This design comes from an exercise in tuning for small area on the open sky130 flow, not from production work. Function was checked by simulation only, so behaviour that the tests miss may differ from the original. The flow treats the clock pin as an ideal source, which a real chip does not have.

Setup of run A:
==> flow/design.v <==
module tpu #(parameter N = 4, parameter K = 8) (
    input  logic s_clk,
    input  logic s_rst_n,
    input  logic s_update,
    input  logic s_in,
    output logic s_out
);
    reg [148:0] pc;
    always @(posedge s_clk)
        pc <= {s_in, pc[148:1]};
    reg [3:0] off;      
    reg [7:0] sc;       
    reg       zf;       
    always @(posedge s_clk) begin
        if (!s_rst_n) begin
            off <= 4'd0;
            sc  <= 8'd0;
            zf  <= 1'b1;
        end else if (s_update) begin
            off <= off + 4'd1;
            sc  <= 8'd0;
        end else if (sc != 8'd134) begin
            sc <= sc + 8'd1;
            if (sc == 8'd133) begin
                off <= 4'd0;
                zf  <= 1'b0;
            end
        end
    end
    wire [2:0] opcode = pc[148:146];
    wire [2:0] regno  = pc[145:143];
    wire dec   = s_rst_n && s_update && (off == 4'd0) && (opcode <= 3'd4);
    wire chain0 = pc[4'd15 - off];
    reg [1:0] ph;
    reg       act;
    reg [2:0] op;
    reg [2:0] rsel;
    reg [1:0] p1;       
    reg [6:0] cnt;
    reg       pnd;
    wire is_rhm = (op == 3'd0);
    wire is_lw  = (op == 3'd1);
    wire is_ls  = (op == 3'd2);
    wire is_mm  = (op == 3'd3);
    wire now   = dec && opcode == 3'd4 && ph == 2'd0;
    wire start = (dec || pnd) && ph == 2'd3;
    wire adv = act;
    always @(posedge s_clk) begin
        ph <= ph + 2'd1;
        if (!s_rst_n || start)
            pnd <= 1'b0;
        else if (dec && ph != 2'd3 && !now)
            pnd <= 1'b1;
        if (dec) begin
            op   <= opcode;
            rsel <= regno;
            p1   <= ph;
        end
        cnt <= now ? 7'd1 : start ? 7'd0 : cnt + 7'd1;
        if (start || now)
            act <= 1'b1;
        else if (cnt == 7'd127)
            act <= 1'b0;
    end
    reg wz, sz, mmz;
    always @(posedge s_clk) begin
        if (!s_rst_n) begin
            wz <= 1'b1;
            sz <= 1'b1;
        end else if (dec) begin
            if (opcode == 3'd1) wz <= 1'b0;
            if (opcode == 3'd2) sz <= 1'b0;
        end
        if (dec) mmz <= wz | sz;
    end
    reg [127:0] rf [0:K-1];
    wire [K-1:0] rbot;
    wire rout = rbot[dec ? regno : rsel];
    reg [15:0] wk [0:N-1];
    reg [3:0]  sl [0:15];                
    wire [3:0] sb;                       
    reg [5:0]  acc;
    wire [2:0] q = cnt[2:0];
    wire       slot = !q[2] && !mmz;     
    wire [5:0] psum = ({2'b0, sb[0] && slot ? wk[0][3:0] : 4'd0}
                     + {2'b0, sb[1] && slot ? wk[1][3:0] : 4'd0})
                    + ({2'b0, sb[2] && slot ? wk[2][3:0] : 4'd0}
                     + {2'b0, sb[3] && slot ? wk[3][3:0] : 4'd0});
    wire [6:0] msum = {1'b0, (q == 3'd0) ? 6'd0 : acc} + {1'b0, psum};
    wire       mbit = msum[0];
    always @(posedge s_clk)
        acc <= msum[6:1];
    wire rtap = pc[4'd11 + {2'b0, p1}];
    wire wd = (act && is_mm) ? mbit : (act && is_rhm) ? rtap : rout;
    genvar r, k, m;
    generate
        for (r = 0; r < K; r = r + 1) begin : g_rf
            wire sh = (act && rsel == r) || (now && regno == r);
            assign rbot[r] = rf[r][0];
            for (m = 0; m < 128; m = m + 1) begin : g_bit
                always @(posedge s_clk)
                    if (m % 4 != 3)
                        rf[r][m] <= rf[r][m + 1];
                    else if (m == 127)
                        rf[r][m] <= sh ? wd : rf[r][m - 3];
                    else
                        rf[r][m] <= sh ? rf[r][m + 1] : rf[r][m - 3];
            end
        end
        for (k = 0; k < N; k = k + 1) begin : g_ws
            wire wen = adv && ((is_lw && !cnt[2] && cnt[4:3] == k) ||
                               (is_mm && cnt[4:2] == 3'b111));
            always @(posedge s_clk)
                if (wen) wk[k] <= {is_mm ? wk[k][0] : rout, wk[k][15:1]};
            assign sb[k] = sl[4*k + cnt[4:3]][0];
        end
        wire sload = adv && is_ls && !cnt[2];
        for (k = 0; k < 16; k = k + 1) begin : g_sl
            wire sin = (k == 15) ? rout : sl[(k + 1) % 16][0];
            always @(posedge s_clk)
                sl[k] <= {sload ? sin : sl[k][0], sl[k][3:1]};
        end
    endgenerate
    reg von;
    reg [3:1] dl;
    always @(posedge s_clk) begin
        if (!s_rst_n) von <= 1'b0;
        else if (dec) von <= (opcode == 3'd4);
        dl <= {dl[2:1], rout};
    end
    wire wbit = (p1 == 2'd1) ? rout : (p1 == 2'd2) ? dl[1] : (p1 == 2'd3) ? dl[2] : dl[3];
    wire ovr = von && off == 4'd3 && !sc[7];
    assign s_out = !zf && (ovr ? wbit : chain0);
endmodule
Settings: LEC_CHECK=0, CAP_MARGIN=20, CORE_MARGIN=2, CORE_UTILIZATION=40, PLACE_DENSITY=0.6, SLEW_MARGIN=20; clock period 6.0 ns.
standard.sh (not shown) runs the stock make flow with config.mk's settings and CLKGATE_MAP_FILE= SYNTH_SCRIPT=/design/flow/synth_recipe.tcl, a recipe that flattens the netlist after the stock synthesis.
==> flow/flow/run.sh <==
#!/bin/bash
# The standard layout, with the clock tree built without dummy loads.
set -euo pipefail
bash standard.sh finish \
  "CTS_ARGS=-sink_clustering_enable -repair_clock_nets -dont_use_dummy_load -sink_clustering_size 32 -sink_clustering_max_diameter 80 -buf_list sky130_fd_sc_hd__clkbuf_16 -root_buf sky130_fd_sc_hd__clkbuf_8 -tree_buf sky130_fd_sc_hd__clkbuf_8" \
  > make_finish.log 2>&1
Looking at the reports, run A completed the entire flow and the layout it produced met the timing, DRC and antenna checks.
Setup changes, run A to run B
-- flow/design.v --
<<< run A, line 32
    wire dec   = s_rst_n && s_update && (off == 4'd0) && (opcode <= 3'd4);
    wire chain0 = pc[4'd15 - off];
    reg [1:0] ph;
    reg       act;
    reg [2:0] op;
>>> run B, line 32
    wire dec   = s_rst_n && s_update && (off == 4'd0) && (opcode <= 3'd4);
    wire chain0 = pc[4'd15 - off];
    reg [2:0] ph;
    reg       act;
    reg [2:0] op;
<<< run A, line 43
    wire is_ls  = (op == 3'd2);
    wire is_mm  = (op == 3'd3);
    wire now   = dec && opcode == 3'd4 && ph == 2'd0;
    wire start = (dec || pnd) && ph == 2'd3;
    wire adv = act;
    always @(posedge s_clk) begin
        ph <= ph + 2'd1;
        if (!s_rst_n || start)
            pnd <= 1'b0;
        else if (dec && ph != 2'd3 && !now)
            pnd <= 1'b1;
        if (dec) begin
            op   <= opcode;
            rsel <= regno;
            p1   <= ph;
        end
        cnt <= now ? 7'd1 : start ? 7'd0 : cnt + 7'd1;
>>> run B, line 43
    wire is_ls  = (op == 3'd2);
    wire is_mm  = (op == 3'd3);
    wire now   = dec && opcode == 3'd4 && ph[1:0] == 2'd0;
    wire start = (dec || pnd) && ph[1:0] == 2'd3;
    wire adv = act;
    always @(posedge s_clk) begin
        ph <= ph + 3'd1;
        if (!s_rst_n || start)
            pnd <= 1'b0;
        else if (dec && ph[1:0] != 2'd3 && !now)
            pnd <= 1'b1;
        if (dec) begin
            op   <= opcode;
            rsel <= regno;
            p1   <= ph[1:0];
        end
        cnt <= now ? 7'd1 : start ? 7'd0 : cnt + 7'd1;
<<< run A, line 76
    reg [127:0] rf [0:K-1];
    wire [K-1:0] rbot;
    wire rout = rbot[dec ? regno : rsel];
    reg [15:0] wk [0:N-1];
    reg [3:0]  sl [0:15];                
    wire [3:0] sb;                       
>>> run B, line 76
    reg [127:0] rf [0:K-1];
    wire [K-1:0] rbot;
    wire rout = rbot[dec ? regno : rsel] ^ ph[2];
    reg [3:0]  wt [0:N-1];
    reg [3:0]  wl [0:N-1][1:3];
    reg [3:0]  sl [0:15];                
    wire [3:0] sb;                       
<<< run A, line 83
    wire [2:0] q = cnt[2:0];
    wire       slot = !q[2] && !mmz;     
    wire [5:0] psum = ({2'b0, sb[0] && slot ? wk[0][3:0] : 4'd0}
                     + {2'b0, sb[1] && slot ? wk[1][3:0] : 4'd0})
                    + ({2'b0, sb[2] && slot ? wk[2][3:0] : 4'd0}
                     + {2'b0, sb[3] && slot ? wk[3][3:0] : 4'd0});
    wire [6:0] msum = {1'b0, (q == 3'd0) ? 6'd0 : acc} + {1'b0, psum};
    wire       mbit = msum[0];
>>> run B, line 84
    wire [2:0] q = cnt[2:0];
    wire       slot = !q[2] && !mmz;     
    wire [5:0] psum = ({2'b0, sb[0] && slot ? wt[0] : 4'd0}
                     + {2'b0, sb[1] && slot ? wt[1] : 4'd0})
                    + ({2'b0, sb[2] && slot ? wt[2] : 4'd0}
                     + {2'b0, sb[3] && slot ? wt[3] : 4'd0});
    wire [6:0] msum = {1'b0, (q == 3'd0) ? 6'd0 : acc} + {1'b0, psum};
    wire       mbit = msum[0];
<<< run A, line 92
        acc <= msum[6:1];
    wire rtap = pc[4'd11 + {2'b0, p1}];
    wire wd = (act && is_mm) ? mbit : (act && is_rhm) ? rtap : rout;
    genvar r, k, m;
    generate
>>> run B, line 93
        acc <= msum[6:1];
    wire rtap = pc[4'd11 + {2'b0, p1}];
    wire wd = ((act && is_mm) ? mbit : (act && is_rhm) ? rtap : rout) ^ ph[2];
    genvar r, k, m;
    generate
<<< run A, line 103
                        rf[r][m] <= rf[r][m + 1];
                    else if (m == 127)
                        rf[r][m] <= sh ? wd : rf[r][m - 3];
                    else
                        rf[r][m] <= sh ? rf[r][m + 1] : rf[r][m - 3];
            end
        end
        for (k = 0; k < N; k = k + 1) begin : g_ws
            wire wen = adv && ((is_lw && !cnt[2] && cnt[4:3] == k) ||
                               (is_mm && cnt[4:2] == 3'b111));
            always @(posedge s_clk)
                if (wen) wk[k] <= {is_mm ? wk[k][0] : rout, wk[k][15:1]};
            assign sb[k] = sl[4*k + cnt[4:3]][0];
        end
>>> run B, line 104
                        rf[r][m] <= rf[r][m + 1];
                    else if (m == 127)
                        rf[r][m] <= ~(sh ? wd : rf[r][m - 3]);
                    else
                        rf[r][m] <= ~(sh ? rf[r][m + 1] : rf[r][m - 3]);
            end
        end
        for (k = 0; k < N; k = k + 1) begin : g_ws
            wire wld = adv && is_lw && !cnt[2] && cnt[4:3] == k;
            wire wsh = wld || (adv && is_mm && cnt[4:2] == 3'b111);
            always @(posedge s_clk) begin
                if (wsh) wt[k] <= {wl[k][1][0], wt[k][3:1]};
                wl[k][1] <= {wsh ? wl[k][2][0] : wl[k][1][0], wl[k][1][3:1]};
                wl[k][2] <= {wsh ? wl[k][3][0] : wl[k][2][0], wl[k][2][3:1]};
                wl[k][3] <= {wld ? rout : wsh ? wt[k][0] : wl[k][3][0], wl[k][3][3:1]};
            end
            assign sb[k] = sl[4*k + cnt[4:3]][0];
        end
### Flow results
Run B vs run A on pin count of the biggest net entering global routing: run B is the lower one.
Of run A and run B, the higher share of layout cells above drive strength 1 belongs to run A.
Setup WNS run A -> run B: better
Run B vs run A: final instance count without filler cells down slightly
In run B, the sequential share of layout area came out 0.34 points above the value in run A.
Compared run A against run B; maximum resistive drop on vdd within noise.
The hold slack number comes out higher for run A vs run B.
Across both runs, wire length on met3 was lower for run B than for run A.
Summary of run B over run A: routability congestion estimate from global placement -4.4%; total area of multi-input combinational cells shows a reduction of about 5%.

-- separate check: timing with driven ports --
How much do the figures lean on ideal ports? The routed layouts below were timed once more, with nothing changed but the port constraints.
Step 1: set_driving_cell puts a clkbuf_16 on s_clk and a buf_2 on each other input, an assumption about the parent block.
Step 2 times the ports against the registers' clock, not the clock port: input delays grow and output delays shrink by t, the midpoint of the rising clock arrivals with the driver on.
Slacks: ideal ports / drivers / drivers and shift; pairs: ideal ports / drivers.
run | shift t [ns] | setup WS [ns] | worst hold slack (ns) | worst setup path after step 2
run A | 0.748 | 0.586 / 0.560 / 0.560 | 0.272 / 0.272 / 0.272 | input to output
run B | 0.774 | 0.611 / 0.556 / 0.556 | 0.264 / 0.264 / 0.264 | input to output
After both steps setup and hold are still met in every run listed. The setup slack of run B, which loses most, moves by -0.055 ns with the drivers and by -0.055 ns with both steps.
